This design comes from an exercise in tuning for small area, a short achievable clock period and few clock cycles per item on the open sky130 flow, not from production work. No functional check of the RTL was part of any run shown here.

<file path="design/flow/config.mk">
export PLATFORM = sky130hd
export DESIGN_NAME = divider_400bit
export DESIGN_NICKNAME = divider_400bit
export VERILOG_FILES = /design/flow/design.v
export SDC_FILE = /design/flow/constraint.sdc
export NUM_CORES = 4
export LEC_CHECK = 0
export ABC_AREA = 1
export CAP_MARGIN = 20
export CORE_MARGIN = 2
export CORE_UTILIZATION = 40
export SLEW_MARGIN = 20
</file>
<file path="design/flow/constraint.sdc">
create_clock -name core_clock -period 40.0 [get_ports {clk}]
set_input_delay 8.0000 -clock core_clock [delete_from_list [all_inputs] [get_ports {clk}]]
set_output_delay 8.0000 -clock core_clock [all_outputs]
set_load 0.01 [all_outputs]
</file>
<file path="design/flow/design.v">
module divider_400bit (
    input wire clk,
    input wire rst,
    input wire start,
    input wire [399:0] dividend,
    input wire [7:0] divisor,
    output reg [399:0] quotient,
    output reg done
);
    reg busy;                     
    reg setup;                    
    reg [4:0] idx;             
    reg [13:0] chunk;            
    reg [7:0] rem;                
    reg [7:0] dvs;                
    reg [9:0] mul3;            
    wire [405:0] dpad = {6'd0, dividend};
    reg [13:0] nchunk;
    integer j;
    always @* begin
        nchunk = 14'd0;
        for (j = 0; j < 29; j = j + 1)
            nchunk = nchunk | (dpad[405 - 14*j -: 14] & {14{idx == j}});
    end
    wire [7:0] r0 = rem;
    wire [9:0] t0 = {r0, chunk[13:12]};
    wire [10:0] df0_1 = {1'b0, t0} - {1'b0, {2'd0, dvs}};
    wire [10:0] df0_2 = {1'b0, t0} - {1'b0, ({2'd0, dvs} << 1)};
    wire [10:0] df0_3 = {1'b0, t0} - {1'b0, mul3};
    reg [7:0] r1;
    reg [1:0] q0;
    always @* begin
        r1 = t0[7:0];
        q0 = 2'd0;
        if (!df0_1[10]) begin r1 = df0_1[7:0]; q0 = 2'd1; end
        if (!df0_2[10]) begin r1 = df0_2[7:0]; q0 = 2'd2; end
        if (!df0_3[10]) begin r1 = df0_3[7:0]; q0 = 2'd3; end
    end
    wire [9:0] t1 = {r1, chunk[11:10]};
    wire [10:0] df1_1 = {1'b0, t1} - {1'b0, {2'd0, dvs}};
    wire [10:0] df1_2 = {1'b0, t1} - {1'b0, ({2'd0, dvs} << 1)};
    wire [10:0] df1_3 = {1'b0, t1} - {1'b0, mul3};
    reg [7:0] r2;
    reg [1:0] q1;
    always @* begin
        r2 = t1[7:0];
        q1 = 2'd0;
        if (!df1_1[10]) begin r2 = df1_1[7:0]; q1 = 2'd1; end
        if (!df1_2[10]) begin r2 = df1_2[7:0]; q1 = 2'd2; end
        if (!df1_3[10]) begin r2 = df1_3[7:0]; q1 = 2'd3; end
    end
    wire [9:0] t2 = {r2, chunk[9:8]};
    wire [10:0] df2_1 = {1'b0, t2} - {1'b0, {2'd0, dvs}};
    wire [10:0] df2_2 = {1'b0, t2} - {1'b0, ({2'd0, dvs} << 1)};
    wire [10:0] df2_3 = {1'b0, t2} - {1'b0, mul3};
    reg [7:0] r3;
    reg [1:0] q2;
    always @* begin
        r3 = t2[7:0];
        q2 = 2'd0;
        if (!df2_1[10]) begin r3 = df2_1[7:0]; q2 = 2'd1; end
        if (!df2_2[10]) begin r3 = df2_2[7:0]; q2 = 2'd2; end
        if (!df2_3[10]) begin r3 = df2_3[7:0]; q2 = 2'd3; end
    end
    wire [9:0] t3 = {r3, chunk[7:6]};
    wire [10:0] df3_1 = {1'b0, t3} - {1'b0, {2'd0, dvs}};
    wire [10:0] df3_2 = {1'b0, t3} - {1'b0, ({2'd0, dvs} << 1)};
    wire [10:0] df3_3 = {1'b0, t3} - {1'b0, mul3};
    reg [7:0] r4;
    reg [1:0] q3;
    always @* begin
        r4 = t3[7:0];
        q3 = 2'd0;
        if (!df3_1[10]) begin r4 = df3_1[7:0]; q3 = 2'd1; end
        if (!df3_2[10]) begin r4 = df3_2[7:0]; q3 = 2'd2; end
        if (!df3_3[10]) begin r4 = df3_3[7:0]; q3 = 2'd3; end
    end
    wire [9:0] t4 = {r4, chunk[5:4]};
    wire [10:0] df4_1 = {1'b0, t4} - {1'b0, {2'd0, dvs}};
    wire [10:0] df4_2 = {1'b0, t4} - {1'b0, ({2'd0, dvs} << 1)};
    wire [10:0] df4_3 = {1'b0, t4} - {1'b0, mul3};
    reg [7:0] r5;
    reg [1:0] q4;
    always @* begin
        r5 = t4[7:0];
        q4 = 2'd0;
        if (!df4_1[10]) begin r5 = df4_1[7:0]; q4 = 2'd1; end
        if (!df4_2[10]) begin r5 = df4_2[7:0]; q4 = 2'd2; end
        if (!df4_3[10]) begin r5 = df4_3[7:0]; q4 = 2'd3; end
    end
    wire [9:0] t5 = {r5, chunk[3:2]};
    wire [10:0] df5_1 = {1'b0, t5} - {1'b0, {2'd0, dvs}};
    wire [10:0] df5_2 = {1'b0, t5} - {1'b0, ({2'd0, dvs} << 1)};
    wire [10:0] df5_3 = {1'b0, t5} - {1'b0, mul3};
    reg [7:0] r6;
    reg [1:0] q5;
    always @* begin
        r6 = t5[7:0];
        q5 = 2'd0;
        if (!df5_1[10]) begin r6 = df5_1[7:0]; q5 = 2'd1; end
        if (!df5_2[10]) begin r6 = df5_2[7:0]; q5 = 2'd2; end
        if (!df5_3[10]) begin r6 = df5_3[7:0]; q5 = 2'd3; end
    end
    wire [9:0] t6 = {r6, chunk[1:0]};
    wire [10:0] df6_1 = {1'b0, t6} - {1'b0, {2'd0, dvs}};
    wire [10:0] df6_2 = {1'b0, t6} - {1'b0, ({2'd0, dvs} << 1)};
    wire [10:0] df6_3 = {1'b0, t6} - {1'b0, mul3};
    reg [7:0] r7;
    reg [1:0] q6;
    always @* begin
        r7 = t6[7:0];
        q6 = 2'd0;
        if (!df6_1[10]) begin r7 = df6_1[7:0]; q6 = 2'd1; end
        if (!df6_2[10]) begin r7 = df6_2[7:0]; q6 = 2'd2; end
        if (!df6_3[10]) begin r7 = df6_3[7:0]; q6 = 2'd3; end
    end
    wire [13:0] qk = {q0, q1, q2, q3, q4, q5, q6};
    always @(posedge clk) begin
        dvs <= divisor;
        mul3 <= 10'd3 * {2'd0, dvs};
        chunk <= nchunk;
        rem <= (busy && !setup) ? r7 : 8'd0;
        if (busy)
            quotient <= {quotient[385:0], qk};
    end
    always @(posedge clk or posedge rst) begin
        if (rst) begin
            busy <= 1'b0;
            setup <= 1'b0;
            done <= 1'b0;
            idx <= 5'd0;
        end else begin
            done <= 1'b0;
            setup <= 1'b0;
            if (busy) begin
                if (idx == 5'd29) begin
                    busy <= 1'b0;
                    done <= 1'b1;
                    idx <= 5'd0;
                end else begin
                    idx <= idx + 1'b1;
                end
            end else if (start) begin
                busy <= 1'b1;
                setup <= 1'b1;
            end
        end
    end
endmodule
</file>
<file path="design/flow/flow/run.sh">
#!/bin/bash
# Own layout flow: the standard flow (standard.sh) with smaller port buffers,
# a lighter clock tree and a timing-repair margin. Every tool's output goes to a log
# file in this folder (make_*.log) and ORFS's own logs under orfs/logs/.
set -euo pipefail
cd "$(dirname "$0")/.."
# Port buffers: one small buffer on every input and output port.
export BUFFER_PORTS_ARGS="-buffer_cell sky130_fd_sc_hd__buf_1"
# Clock tree: smaller clock buffers, bigger sink clusters, no dummy loads.
export CTS_ARGS="-sink_clustering_enable -repair_clock_nets -buf_list {sky130_fd_sc_hd__clkbuf_8} -sink_clustering_size 15 -sink_clustering_max_diameter 80 -dont_use_dummy_load"
# Timing repair aims for this much setup slack (ns) at the design's clock period.
export SETUP_SLACK_MARGIN=30.5
export TNS_END_PERCENT=20
# Synthesis: leave adders as plain gates for ABC (no full/half-adder cells); the
# registers are the standard synthesis's.
export ADDER_MAP_FILE=
bash standard.sh finish > make_finish.log 2>&1
</file>
<file path="design/flow/standard.sh">
#!/bin/bash
# synth_recipe.tcl (not shown) runs the flow's synth.tcl, then flattens the netlist and writes it again
# the make line also repeats each setting of config.mk as NAME=value (left out here)
make -C /OpenROAD-flow-scripts/flow DESIGN_CONFIG=/design/flow/config.mk WORK_HOME=/design/flow/orfs CLKGATE_MAP_FILE= SYNTH_SCRIPT=/design/flow/synth_recipe.tcl "${@:-finish}"
</file>
==> impl_results.md, run 1 <==
* Setup crit start kind: primary input
* CP Data Arrival Time at 10960 ps
* Row count at 94
* Setup Skew at slightly below 80 ps
* Most common cell after layout, fill and taps aside: nand2_1
* Net Count, Synth at about 3700
* Multi-input logic area at 14800 um2
* Remaining DRCs at 0
* Die height at ~260 um
* Global-route wire length before repair at 155000 um
* Crit path buf inv count at 1
* Hold Path End: quotient[35]
* Routed len/inst at roughly 22 um
* Final Hold Slack at about 400 ps
* HPWL after DPL at between 80000 and 90000 um
* Unique masters post-synth at 53
* Inst Count DP at 4896
* EDFF count, synth at 400
* Total iterations of the first detailed-routing run at 6
* Die span in x at between 200 and 300 um
* Initial core utilization at between 40 and 50%
* DRT iter0 DRCs at slightly below 3000
* Syn_area_per_cell at between 8 and 9 um2
* Slowest cell on the critical path: nand4_1
* Clock Latency Late Sink at 640 ps
* Outcome: timing/DRC/antenna clean
* Initial antenna violation count at 10
* Fillers at ~6300
* CTS tree: built
* Final layout net count at 4682
* CP endpoint kind: flop
* RSZ-0062 raised after global routing: true
* Final Max Tran Viols at 0
* Total Die Area at a little under 70000 um2
* Synth warn at 1
* Register-to-register setup slack at roughly 30000 ps
* Commonest cells after routing, fill and taps aside: 932 x nand2_1, 809 x buf_1, 400 x edfxtp_1
* Post-route worst setup slack at just under 30000 ps
* Layout Area Growth over Synthesis at 35.3%
* Core ar. at roughly 66000 um2
* Total Routing Usage GR at a little under a third
* Min Clock Period, post-route at between 10000 and 15000 ps
* Antenna viol nets, final at 0
* Drt via density at roughly 5.5
* Reg clk slew, reported paths at ~90 ps
* Slew headroom at roughly 28%
* # IOs at between 800 and 900
* Vias at 28200
* Cell area after synthesis at 26500 um2
* Dpl cell area at just over 30000 um2
* Cts bufs inserted at slightly above 40
* Worst Hold Launch: quotient[21]
* Cell mode on critical path: a221oi_2
* Clock sinks at roughly 450
* Deepest clock path buffer count at 3
* H-tree depth at 2
* Total Wirelength at about 120000 um
* Hold Vio Cnt, Final at 0
* Non-Filler Instances at ~5000
* Hold path cells at 0
* Grt met1 use at 39.7%
* Kind of critical path: primary input to flop
* Slowest stage delay, CP at approximately 370 ps
* Max-cap violation count at 0
* Sequential-to-total area share from yosys stat at 49.0%
* Post-route cell area at ~36000 um2
* Syn Inst Count at about 3300
* Top delay family on crit path: compound AO/OA/AOI/OAI gates
* Grt met2 use at 48.8%
* Number of port buffers at a little over 800
* R2R Path End: rem[5]
* Achievable frequency at between 0.09 and 0.1 GHz
* CTS Root Cell: clkbuf_8
* Crit path max fanout at 1
* Worst Path Required at ~41000 ps
* Final setup vio count at 0
* Number of synthesized register bits at 448
* Synth async-reset ratio at between 1.5 and 2%
* Fin crit share at 26.1%
* GR met3 Demand/Resource at 6.61%
* Proportion of layout cells with a drive suffix above 1 at between 20% and 30%
* Hold buffer count at CTS at 0
* HP Class: flop to flop
* Post-synth top flop: edfxtp_1
* Pre-CTS setup slack at roughly 28000 ps
* Worst r2r src: dvs[7]
* Finished Core Util at between 50 and 60%
* Reg2reg path depth at 82
* Largest net degree at the start of global routing at 163
* RePlAce Congestion at ~1.1
* Setup_tns at 0 ps
* Number of global-route vias before repair at roughly 25000
* Critical path, cell by cell: buf_6 -> nand2_2 -> nand2_1 -> a221oi_2 -> nand2_1 -> a221oi_2 -> nand3_2 -> a221oi_4 -> nand2_1 -> a221oi_2 -> nand4_1 -> a221oi_2 -> nand4_1 -> a221oi_2 -> nand3_1 -> a221oi_2 -> nand2_1
* Grt total ovfl at 0
* Register area at around 13000 um2
* Busiest grt layer: met2
* Slew @ Worst Pin at 1080 ps
## routing by layer
layer / wire length, um / vias up
li1: - / 13100
met1: 44300 / 13100
met2: 52500 / 1566
met3: 11900 / 353
met4: 6700 / 6
met5: 35 / -
## what timing repair did
| item | 4_1_cts | 5_1_grt |
|---|---|---|
| pin swaps | 25 | 177 |
| gates cloned | 0 | 23 |
| setup endpoints to repair | 23 | 25 |
| buffers inserted | 0 | 173 |
| resized for setup | 70 | 696 |
## cell type report
| class | instances | share of cell area (%) |
|---|---|---|
| antenna | 9 | 0.0627 |
| timing repair buffer | 1031 | 13.9 |
| tap | 864 | 3.01 |
| timing repair inverter | 1 | 0.0314 |
| sequential | 448 | 36.4 |
| multi-input combinational | 2451 | 41.3 |
| clock buffer | 41 | 1.57 |
| inverter | 297 | 3.64 |
## Yosys cell counts (7+ instances only)
cell type / instances / area [um2]
buf_2: 18 / 90.1
a22o_1: 7 / 61.3
o21ai_1: 25 / 125
xor2_1: 49 / 429
dfrtp_1: 8 / 200
nand3_2: 45 / 450
xnor2_1: 25 / 219
a31oi_1: 14 / 87.6
a221oi_1: 75 / 657
nor2_4: 7 / 78.8
nand2_2: 118 / 738
inv_2: 63 / 236
a21oi_1: 102 / 510
nand3b_1: 10 / 75.1
nand2_1: 1118 / 4200
clkbuf_1: 38 / 143
nor2_2: 23 / 144
inv_1: 224 / 841
nand4_1: 59 / 369
nand3_1: 389 / 1950
dfxtp_1: 40 / 801
buf_6: 14 / 158
nor2_1: 230 / 863
nor3_1: 10 / 50.1
a21boi_1: 9 / 67.6
buf_4: 9 / 67.6
o21ai_0: 58 / 290
edfxtp_1: 400 / 12000
## worst max-delay path by stage
| stage | start | slack, ps | endpoint | cells after the start |
|---|---|---|---|---|
| 2_1_floorplan | dividend[384] | 29790 | chunk[6] | 16 |
| 3_3_place_gp | dividend[385] | 28280 | chunk[7] | 17 |
| 3_5_place_dp | dividend[363] | 28280 | chunk[13] | 14 |
| 4_1_cts | dividend[399] | 29690 | chunk[7] | 17 |
| 5_1_grt | dividend[399] | 29460 | chunk[7] | 17 |
| 6_report | dividend[385] | 29560 | chunk[7] | 17 |
## cells by family after synthesis
family	share of synthesized area (%)
compound gates	7.69
xor+xnor	2.44
buf+inv	6.03
flops	49.0
simple gates	34.8
## flip-flops by register name, indices dropped and copies added, names as in the netlist
| name | cells |
|---|---|
| busy | 1 |
| dvs | 8 |
| rem | 8 |
| chunk | 14 |
| done | 1 |
| setup | 1 |
| mul3 | 10 |
| idx | 5 |
| quotient | 400 |
## worst register-to-register path, delay by kind of cell, from the launching register on
family | cells | cell delay (ps)
compound gates | 2 | 160
buf+inv | 13 | 1460
flops | 1 | 340
simple gates | 67 | 7280
==> run 2, diff against run 1 <==
--- a/design/flow/design.v
+++ b/design/flow/design.v
@@ -9,20 +9,18 @@
 );
     reg busy;                     
-    reg setup;                    
     reg [4:0] idx;             
-    reg [13:0] chunk;            
+    reg [15:0] chunk;            
     reg [7:0] rem;                
     reg [7:0] dvs;                
     reg [9:0] mul3;            
-    wire [405:0] dpad = {6'd0, dividend};
-    reg [13:0] nchunk;
-    integer j;
-    always @* begin
-        nchunk = 14'd0;
-        for (j = 0; j < 29; j = j + 1)
-            nchunk = nchunk | (dpad[405 - 14*j -: 14] & {14{idx == j}});
+    wire [15:0] nchunk;
+    wire [24:0] sel;             
+    genvar g;
+    for (g = 0; g < 25; g = g + 1) begin : sel_
+        assign sel[g] = idx == g;
     end
+    div400_chunk_mux chunk_mux (.dividend(dividend), .sel(sel), .chunk(nchunk));
     wire [7:0] r0 = rem;
-    wire [9:0] t0 = {r0, chunk[13:12]};
+    wire [9:0] t0 = {r0, chunk[15:14]};
     wire [10:0] df0_1 = {1'b0, t0} - {1'b0, {2'd0, dvs}};
     wire [10:0] df0_2 = {1'b0, t0} - {1'b0, ({2'd0, dvs} << 1)};
@@ -37,5 +35,5 @@
         if (!df0_3[10]) begin r1 = df0_3[7:0]; q0 = 2'd3; end
     end
-    wire [9:0] t1 = {r1, chunk[11:10]};
+    wire [9:0] t1 = {r1, chunk[13:12]};
     wire [10:0] df1_1 = {1'b0, t1} - {1'b0, {2'd0, dvs}};
     wire [10:0] df1_2 = {1'b0, t1} - {1'b0, ({2'd0, dvs} << 1)};
@@ -50,5 +48,5 @@
         if (!df1_3[10]) begin r2 = df1_3[7:0]; q1 = 2'd3; end
     end
-    wire [9:0] t2 = {r2, chunk[9:8]};
+    wire [9:0] t2 = {r2, chunk[11:10]};
     wire [10:0] df2_1 = {1'b0, t2} - {1'b0, {2'd0, dvs}};
     wire [10:0] df2_2 = {1'b0, t2} - {1'b0, ({2'd0, dvs} << 1)};
@@ -63,5 +61,5 @@
         if (!df2_3[10]) begin r3 = df2_3[7:0]; q2 = 2'd3; end
     end
-    wire [9:0] t3 = {r3, chunk[7:6]};
+    wire [9:0] t3 = {r3, chunk[9:8]};
     wire [10:0] df3_1 = {1'b0, t3} - {1'b0, {2'd0, dvs}};
     wire [10:0] df3_2 = {1'b0, t3} - {1'b0, ({2'd0, dvs} << 1)};
@@ -76,5 +74,5 @@
         if (!df3_3[10]) begin r4 = df3_3[7:0]; q3 = 2'd3; end
     end
-    wire [9:0] t4 = {r4, chunk[5:4]};
+    wire [9:0] t4 = {r4, chunk[7:6]};
     wire [10:0] df4_1 = {1'b0, t4} - {1'b0, {2'd0, dvs}};
     wire [10:0] df4_2 = {1'b0, t4} - {1'b0, ({2'd0, dvs} << 1)};
@@ -89,5 +87,5 @@
         if (!df4_3[10]) begin r5 = df4_3[7:0]; q4 = 2'd3; end
     end
-    wire [9:0] t5 = {r5, chunk[3:2]};
+    wire [9:0] t5 = {r5, chunk[5:4]};
     wire [10:0] df5_1 = {1'b0, t5} - {1'b0, {2'd0, dvs}};
     wire [10:0] df5_2 = {1'b0, t5} - {1'b0, ({2'd0, dvs} << 1)};
@@ -102,5 +100,5 @@
         if (!df5_3[10]) begin r6 = df5_3[7:0]; q5 = 2'd3; end
     end
-    wire [9:0] t6 = {r6, chunk[1:0]};
+    wire [9:0] t6 = {r6, chunk[3:2]};
     wire [10:0] df6_1 = {1'b0, t6} - {1'b0, {2'd0, dvs}};
     wire [10:0] df6_2 = {1'b0, t6} - {1'b0, ({2'd0, dvs} << 1)};
@@ -115,24 +113,35 @@
         if (!df6_3[10]) begin r7 = df6_3[7:0]; q6 = 2'd3; end
     end
-    wire [13:0] qk = {q0, q1, q2, q3, q4, q5, q6};
+    wire [9:0] t7 = {r7, chunk[1:0]};
+    wire [10:0] df7_1 = {1'b0, t7} - {1'b0, {2'd0, dvs}};
+    wire [10:0] df7_2 = {1'b0, t7} - {1'b0, ({2'd0, dvs} << 1)};
+    wire [10:0] df7_3 = {1'b0, t7} - {1'b0, mul3};
+    reg [7:0] r8;
+    reg [1:0] q7;
+    always @* begin
+        r8 = t7[7:0];
+        q7 = 2'd0;
+        if (!df7_1[10]) begin r8 = df7_1[7:0]; q7 = 2'd1; end
+        if (!df7_2[10]) begin r8 = df7_2[7:0]; q7 = 2'd2; end
+        if (!df7_3[10]) begin r8 = df7_3[7:0]; q7 = 2'd3; end
+    end
+    wire [15:0] qk = {q0, q1, q2, q3, q4, q5, q6, q7};
     always @(posedge clk) begin
         dvs <= divisor;
-        mul3 <= 10'd3 * {2'd0, dvs};
+        mul3 <= 10'd3 * {2'd0, divisor};
         chunk <= nchunk;
-        rem <= (busy && !setup) ? r7 : 8'd0;
+        rem <= busy ? r8 : 8'd0;
         if (busy)
-            quotient <= {quotient[385:0], qk};
+            quotient <= {quotient[383:0], qk};
     end
     always @(posedge clk or posedge rst) begin
         if (rst) begin
             busy <= 1'b0;
-            setup <= 1'b0;
             done <= 1'b0;
             idx <= 5'd0;
         end else begin
             done <= 1'b0;
-            setup <= 1'b0;
             if (busy) begin
-                if (idx == 5'd29) begin
+                if (idx == 5'd25) begin
                     busy <= 1'b0;
                     done <= 1'b1;
@@ -143,7 +152,24 @@
             end else if (start) begin
                 busy <= 1'b1;
-                setup <= 1'b1;
+                idx <= 5'd1;
             end
         end
     end
 endmodule
+module div400_chunk_mux (
+    input wire [399:0] dividend,
+    input wire [24:0] sel,
+    output wire [15:0] chunk
+);
+    wire [399:0] dpad = dividend;
+    genvar b, j;
+    generate
+        for (b = 0; b < 16; b = b + 1) begin : bit_
+            wire [24:0] hit;
+            for (j = 0; j < 25; j = j + 1) begin : chunk_
+                assign hit[j] = dpad[399 - 16*j - (15 - b)] & sel[j];
+            end
+            assign chunk[b] = |hit;
+        end
+    endgenerate
+endmodule
--- a/design/flow/flow/run.sh
+++ b/design/flow/flow/run.sh
@@ -10,6 +10,6 @@
 export CTS_ARGS="-sink_clustering_enable -repair_clock_nets -buf_list {sky130_fd_sc_hd__clkbuf_8} -sink_clustering_size 15 -sink_clustering_max_diameter 80 -dont_use_dummy_load"
 # Timing repair aims for this much setup slack (ns) at the design's clock period.
-export SETUP_SLACK_MARGIN=30.5
-export TNS_END_PERCENT=20
+export SETUP_SLACK_MARGIN=29.5
+export TNS_END_PERCENT=5
 # Synthesis: leave adders as plain gates for ABC (no full/half-adder cells); the
 # registers are the standard synthesis's.
--- a/design/flow/config.mk
+++ b/design/flow/config.mk
@@ -9,4 +9,5 @@
 export CAP_MARGIN = 20
 export CORE_MARGIN = 2
-export CORE_UTILIZATION = 40
+export CORE_UTILIZATION = 46
+export PLACE_DENSITY = 0.7
 export SLEW_MARGIN = 20
==> run 2 against run 1 <==
Against the previous run: hold slack got worse by 1.8 ps; synthesized cell count is 3.6% higher; first-iteration DRC count is 8.1% lower; highest routed layer unchanged.
==> impl_results.md, run 2 <==
* Top delay family on crit path: simple AND/OR/NAND/NOR gates
* Register-to-register setup slack at just under 30000 ps
* Non-Filler Instances at ~5100
* HPWL after DPL at just over 90000 um
* Finished Core Util at 55.0%
* Sequential-to-total area share from yosys stat at between 40% and 50%
* Final layout net count at 4669
* CP endpoint kind: flop
* Clock Latency Late Sink at approximately 680 ps
* Largest net degree at the start of global routing at around 90
* Cts bufs inserted at between 40 and 50
* Post-route worst setup slack at roughly 29000 ps
* Max reg flops at 400
* Setup_tns at 0 ps
* RSZ-0062 raised after global routing: true
* Hold path cells at 0
* Synth async-reset ratio at 1.56%
* Outcome: timing/DRC/antenna clean
* DRT iter0 DRCs at between 2000 and 3000
* Proportion of layout cells with a drive suffix above 1 at 16.2%
* Fin crit share at 26.8%
* HP Class: flop to flop
* Number of port buffers at ~800
* Count leader, synth: nand2_1
* Total iterations of the first detailed-routing run at 6
* H-tree depth at 2
* Crit path buf inv count at 8
* R2R Path End: rem[6]
* CTS Root Cell: clkbuf_8
* Cell area after synthesis at between 20000 and 30000 um2
* Min Clock Period, post-route at approximately 11000 ps
* Slew headroom at ~17%
* Initial antenna violation count at 12
* Core ar. at 61400 um2
* Remaining DRCs at 0
* Antenna viol nets, final at 0
* Total Routing Usage GR at between 30% and 40%
* Largest regs: quotient: 400 flops, chunk: 16 flops, mul3: 10 flops
* Die height at 252 um
* Kind of critical path: flop to flop
* Final setup vio count at 0
* Total Wirelength at 116000 um
* Max-cap violation count at 0
* Routed len/inst at roughly 23 um
* Hold Path End: quotient[35]
* Achievable frequency at about 0.093 GHz
* WP depth at approximately 90
* Final Max Tran Viols at 0
* EDFF count, synth at 400
* Commonest cells after routing, fill and taps aside: 963 x nand2_1, 811 x buf_1, 400 x edfxtp_1
* Post-synth top flop: edfxtp_1
* Inst Count DP at approximately 5000
* Drt via density at between 5 and 6
* Syn Inst Count at 3379
* Vias at about 29000
* Worst r2r src: mul3[3]
* Hold Vio Cnt, Final at 0
* Die span in x at approximately 250 um
* Most common cell after layout, fill and taps aside: nand2_1
* Deepest clock path buffer count at 3
* Syn_area_per_cell at approximately 8.4 um2
* Worst Hold Launch: quotient[19]
* Hold buffer count at CTS at 0
* Clock sinks at roughly 450
* Crit path max fanout at 10
* Cell mode on critical path: nand2_1
* Post-synth top area share at between 40% and 50%
* Commonest cells in the netlist: 984 x nand2_1, 400 x edfxtp_1, 395 x nand3_1
* Setup crit start kind: flop
* CTS tree: built
* Global-route wire length before repair at 164000 um
* Fillers at slightly below 6000
* Pre-CTS setup slack at roughly 28000 ps
* Worst Path Required at 40520 ps
* Leading area contributor after synthesis: edfxtp_1
* # IOs at around 800
* CP Data Arrival Time at between 10000 and 15000 ps
* Total Die Area at approximately 64000 um2
* RePlAce Congestion at around 1.1
* Net Count, Synth at between 3000 and 4000
* Top cells by area in the synthesized netlist: edfxtp_1 42%, nand2_1 13%, nand3_1 7.0%
* Setup Skew at between 80 and 90 ps
* Synth warn at 1
* Reg2reg path depth at 92
* Grt total ovfl at 0
* Slowest stage delay, CP at between 300 and 400 ps
* Number of global-route vias before repair at ~26000
* Row count at a little over 90
* Slowest cell on the critical path: dfxtp_1
* Number of synthesized register bits at 448
* Unique masters post-synth at between 70 and 80
* Top reg by flops: quotient
* Reg clk slew, reported paths at around 100 ps
* Initial core utilization at a little under half
* Layout Area Growth over Synthesis at 19.0%
* Slew @ Worst Pin at ~1200 ps
-- run 2: cell types whose count changed after synthesis, sizes merged, moves of 5 or more --
cell    previous run  this run
a22o               7        57
o21ai             84       106
a22oi              1        18
nor2             260       272
nand3            439       450
a21oi            108       117
a221oi            75        66
a211o              0         6
buf               45        39
nand4             59        65
a2111o             0         5
a21boi            11         6
-- run 2: stage by stage --
stage               hold WS (ps)  area (um2)
floorplan                    475       28400
global placement             425       32200
detailed placement           429       32200
CTS                          389       33300
global route                 396       33700
finish                       387       33700
-- run 2: final cells by class --
class	count	area [um2]	share of cell area (%)
diodes	9	22.5	0.0667
clock buffers	41	564	1.67
inverters	296	1240	3.67
multi-input cells	2563	14000	41.3
flip-flops and latches	448	13000	38.6
well taps	790	988	2.93
repair buffers	907	3940	11.7
repair inverters	1	5.00	0.0148
-- run 2: how the worst max path moves through the flow --
stage	start	to	slack (ps)
final	mul3[3]	rem[6]	29280
after detailed placement	mul3[9]	rem[0]	28180
after CTS	mul3[9]	rem[6]	29500
after floorplan	busy	idx[3]	30060
after global routing	dvs[1]	rem[6]	28540
after global placement	mul3[9]	rem[0]	28170
-- run 2: cell families (layout without fill, tap and decap cells) --
kind of cell           Yosys count  count (layout)  share of synthesized area (%)
AO/OA/AOI/OAI                  415             415                           10.0
other                            0               9                              0
XOR/XNOR                        69              69                           2.13
flip-flops                     448             448                           45.9
buffers and inverters          373            1245                           6.21
AND/OR/NAND/NOR               2074            2079                           35.8
-- run 2: what timing repair did --
| item | CTS | global route |
|---|---|---|
| setup buffers | 18 | 29 |
| gates resized for setup | 82 | 53 |
| pin swaps | 8 | 14 |
| gates cloned | 6 | 1 |
| setup endpoints to repair | 12 | 10 |
-- run 2: metal layers --
metal	vias up	track usage, %	share of wire, %
met4	2	28.4	9.1
met5	-	0	0.012
met2	1711	56.6	46
li1	13400	-	-
met3	368	7.04	9.5
met1	13400	39.7	35

-- afterwards: timing with drivers on the ports --
Ports are ideal in the flow. The routed layouts listed here were re-timed in OpenROAD.
Step 1 (the two cells are an assumption about what drives the block):
set clk [get_ports {clk}]
set_driving_cell -lib_cell sky130_fd_sc_hd__clkbuf_16 $clk
set_driving_cell -lib_cell sky130_fd_sc_hd__buf_2 [delete_from_list [all_inputs] $clk]
Step 2 adds t to the input delays and takes it off the output delays; t is the mean of the earliest and latest rising clock arrival at the registers after step 1. Input paths then give back, and output paths get back, about the clock's delay inside the block.
a / b / c = ideal ports / drivers / drivers and shift; a / b = the first two.
run | t (ns) | slack for setup (ns) | clock arrival spread, ns
run 1 | 0.658 | 29.556 / 29.577 / 28.919 | 0.082 / 0.082
run 2 | 0.678 | 29.280 / 29.280 / 29.280 | 0.090 / 0.090
After both steps setup and hold are still met in every run listed. The setup slack of run 1, which loses most, moves by +0.021 ns with the drivers and by -0.637 ns with both steps.
